This is an optimization exercise on Yosys and OpenROAD, whose aim is small area, not a production implementation. Function was checked by simulation only, so behaviour that the tests miss may differ from the original.

==> 11-09 <==
Design chen_cordic, start of the top module:
module chen_cordic #(
    parameter ROTATE_TYPE = "ROTATE",
    parameter DATABITS = 17,
    parameter ITERATIONS = 16
)(
    input clk,
    input rst_n,
    input Validin,
    input signed [DATABITS-1:0] Xin,
    input signed [DATABITS-1:0] Yin,
    input signed [17:0] Ain,
    output Validout,
    output signed [DATABITS-1:0] Xout,
    output signed [DATABITS-1:0] Yout,
    output signed [17:0] Aout
);
Settings: LEC_CHECK=0, CAP_MARGIN=20, CORE_MARGIN=2, CORE_UTILIZATION=70, CTS_BUF_LIST=sky130_fd_sc_hd__clkbuf_8, CTS_CLUSTER_DIAMETER=60, CTS_CLUSTER_SIZE=20, SLEW_MARGIN=20, SYNTH_HIERARCHICAL=1, SYNTH_MINIMUM_KEEP_SIZE=0; clock period 6.5 ns.
standard.sh (not shown) runs the stock make flow with config.mk's settings and CLKGATE_MAP_FILE= SYNTH_SCRIPT=/design/flow/synth_recipe.tcl, a recipe that flattens the netlist after the stock synthesis.
==> flow/flow/run.sh <==
#!/bin/bash
# The standard layout (the standard.sh, all steps), with one change: the buffer that
# placement puts on every input and output port is a plain sky130_fd_sc_hd__buf_1 instead of
# the cell buffer_ports picks by itself (a 10 um2 delay buffer). Every port still gets its buffer.
set -euo pipefail
export BUFFER_PORTS_ARGS="-buffer_cell sky130_fd_sc_hd__buf_1"
bash standard.sh > standard.log 2>&1
==> 01-21 (differences from 11-09) <==
--- a/flow/config.mk
+++ b/flow/config.mk
@@ -13,2 +13,3 @@
 export CTS_CLUSTER_SIZE = 20
+export GPL_TIMING_DRIVEN = 0
 export SLEW_MARGIN = 20
==> 05-05 (differences from 11-09) <==
--- a/flow/config.mk
+++ b/flow/config.mk
@@ -7,3 +7,3 @@
 export LEC_CHECK = 0
-export CAP_MARGIN = 20
+export CAP_MARGIN = 8
 export CORE_MARGIN = 2
@@ -13,3 +13,3 @@
 export CTS_CLUSTER_SIZE = 20
-export SLEW_MARGIN = 20
+export SLEW_MARGIN = 8
 export SYNTH_HIERARCHICAL = 1
==> results.txt <==
metric                                                              11-09                    05-05                    01-21
Depth of the worst register-to-register path                           15                       15                       16
Post-Layout Inst Area                                         0.0359 mm^2              0.0359 mm^2              0.0368 mm^2
Initial DRC count                                                     509                      509                      571
Cell count along the critical path                                     15                       15                       16
Worst setup path start                                  r5_n581_s$_DFF_P_        r5_n581_s$_DFF_P_         r2_n12_y$_DFF_P_
Global-route usage over all layers                                  23.4%                    23.4%                    23.9%
Grt met1 use                                                        30.2%                    30.2%                    30.8%
Endpoint of the worst setup timing path                 r6_n670_s$_DFF_P_        r6_n670_s$_DFF_P_        r3_n431_s$_DFF_P_
Status                                            complete, no violations  complete, no violations  complete, no violations
Startpoint of the most critical hold path              r3_n16_w_0$_DFF_P_       r3_n16_w_0$_DFF_P_        r9_n846_s$_DFF_P_
Aggregate routed wire length                                     52900 um                 52900 um                 55000 um
Count of non-filler cells in the finished layout                     3032                     3032                     3098

==> inputs of build 79 <==
Another version of the RTL of chen_cordic (not shown whole).
export LEC_CHECK = 0
export CAP_MARGIN = 20
export CORE_MARGIN = 2
export CORE_UTILIZATION = 40
export CTS_BUF_LIST = sky130_fd_sc_hd__clkbuf_8
export CTS_CLUSTER_DIAMETER = 50
export CTS_CLUSTER_SIZE = 16
export SLEW_MARGIN = 20
export SYNTH_HIERARCHICAL = 1
export SYNTH_MINIMUM_KEEP_SIZE = 0
create_clock -name core_clock -period 6.5 [get_ports {clk}]
==> flow/flow/run.sh <==
#!/bin/bash
# The standard layout (the standard.sh, all steps), with one change: the buffer that
# placement puts on every input and output port is a plain sky130_fd_sc_hd__buf_2 instead of
# the cell buffer_ports picks by itself (a 10 um2 delay buffer). Every port still gets its buffer.
set -euo pipefail
export BUFFER_PORTS_ARGS="-buffer_cell sky130_fd_sc_hd__buf_2"
bash standard.sh > standard.log 2>&1
==> inputs of trial 68, as changes to build 79 <==
==> flow/run.sh (new file) <==
#!/bin/bash
# synth_recipe.tcl (not shown) runs the flow's synth.tcl, then flattens the netlist and writes it again
# the make line also repeats each setting of config.mk as NAME=value (left out here)
make -C /OpenROAD-flow-scripts/flow DESIGN_CONFIG=/design/flow/config.mk WORK_HOME=/design/flow/orfs CLKGATE_MAP_FILE= SYNTH_SCRIPT=/design/flow/synth_recipe.tcl finish
--- a/flow/config.mk
+++ b/flow/config.mk
@@ -9,8 +9,8 @@
 export CORE_MARGIN = 2
 export CORE_UTILIZATION = 40
 export CTS_BUF_LIST = sky130_fd_sc_hd__clkbuf_8
-export CTS_CLUSTER_DIAMETER = 50
-export CTS_CLUSTER_SIZE = 16
+export CTS_CLUSTER_DIAMETER = 60
+export CTS_CLUSTER_SIZE = 20
 export SLEW_MARGIN = 20
 export SYNTH_HIERARCHICAL = 1
 export SYNTH_MINIMUM_KEEP_SIZE = 0
removed: flow/flow/run.sh
removed: flow/standard.sh
==> qor summary <==
metric                                                              build 79                 trial 68
Result of the run                                    complete, no violations  complete, no violations
Area of the multi-input gates                                      20700 um2                20700 um2
Routed length on met2                                               30400 um                 30100 um
Max-slew headroom                                                      31.8%                    34.5%
Pin slew with the least headroom to its limit                        1.02 ns                 0.981 ns
Multi-input gate share of total cell area                              52.0%                    52.0%
Highest attainable clock frequency                                   158 MHz                  157 MHz
Post-Place Worst Slack                                           -0.00310 ns               -0.0301 ns
Register share of the cell area                                        35.9%                    35.9%
Final Hold Slack                                                    0.319 ns                 0.317 ns
Utilization after layout                                               45.0%                    45.0%
Startpoint of the worst register-to-register path          r4_n383_s$_DFF_P_        r5_n571_s$_DFF_P_
Vias in the first global route                                         19900                    19400
Sum of net half-perimeters after detailed placement                 48500 um                 48000 um
Worst-case setup margin in the final layout                         0.156 ns                 0.140 ns
Critical R2R Capture                                       r5_n560_s$_DFF_P_        r6_n661_s$_DFF_P_
Filler-free cell count of the finished design                           3805                     3767
First-pass GRT wire length                                          99800 um                 98300 um
Global-route track usage on met1                                       16.3%                    16.5%

## port drivers added, routing unchanged
In the flow no input, the clock included, has a driving cell. The finished layouts below were timed again as built, in two steps.
Step 1: set_driving_cell puts a clkbuf_16 on clk and a buf_2 on each other input, an assumption about the parent block.
Step 2 moves the port delays by t, midway between the first and last clock arrival at a register: inputs arrive t later, outputs are due t later. That takes back most of the time a late clock gives input paths.
a / b / c = no drivers / after step 1 / after step 2; a / b = the first two.
run	t, ns	slack for setup (ns)	hold slack, ns	cell pins on the clock port's net
11-09	0.706	0.134 / 0.134 / 0.134	0.325 / 0.325 / 0.325	1
01-21	0.708	0.096 / 0.096 / -0.305	0.313 / 0.313 / 0.313	1
05-05	0.706	0.134 / 0.134 / 0.134	0.325 / 0.325 / 0.325	1
build 79	0.736	0.156 / 0.156 / 0.156	0.319 / 0.319 / 0.319	1
trial 68	0.764	0.140 / 0.140 / 0.140	0.317 / 0.317 / 0.317	1
With both steps, setup timing fails in 01-21, where it was met with ideal ports. The setup slack of 01-21, which loses most, moves by 0.000 ns with the drivers and by -0.401 ns with both steps.
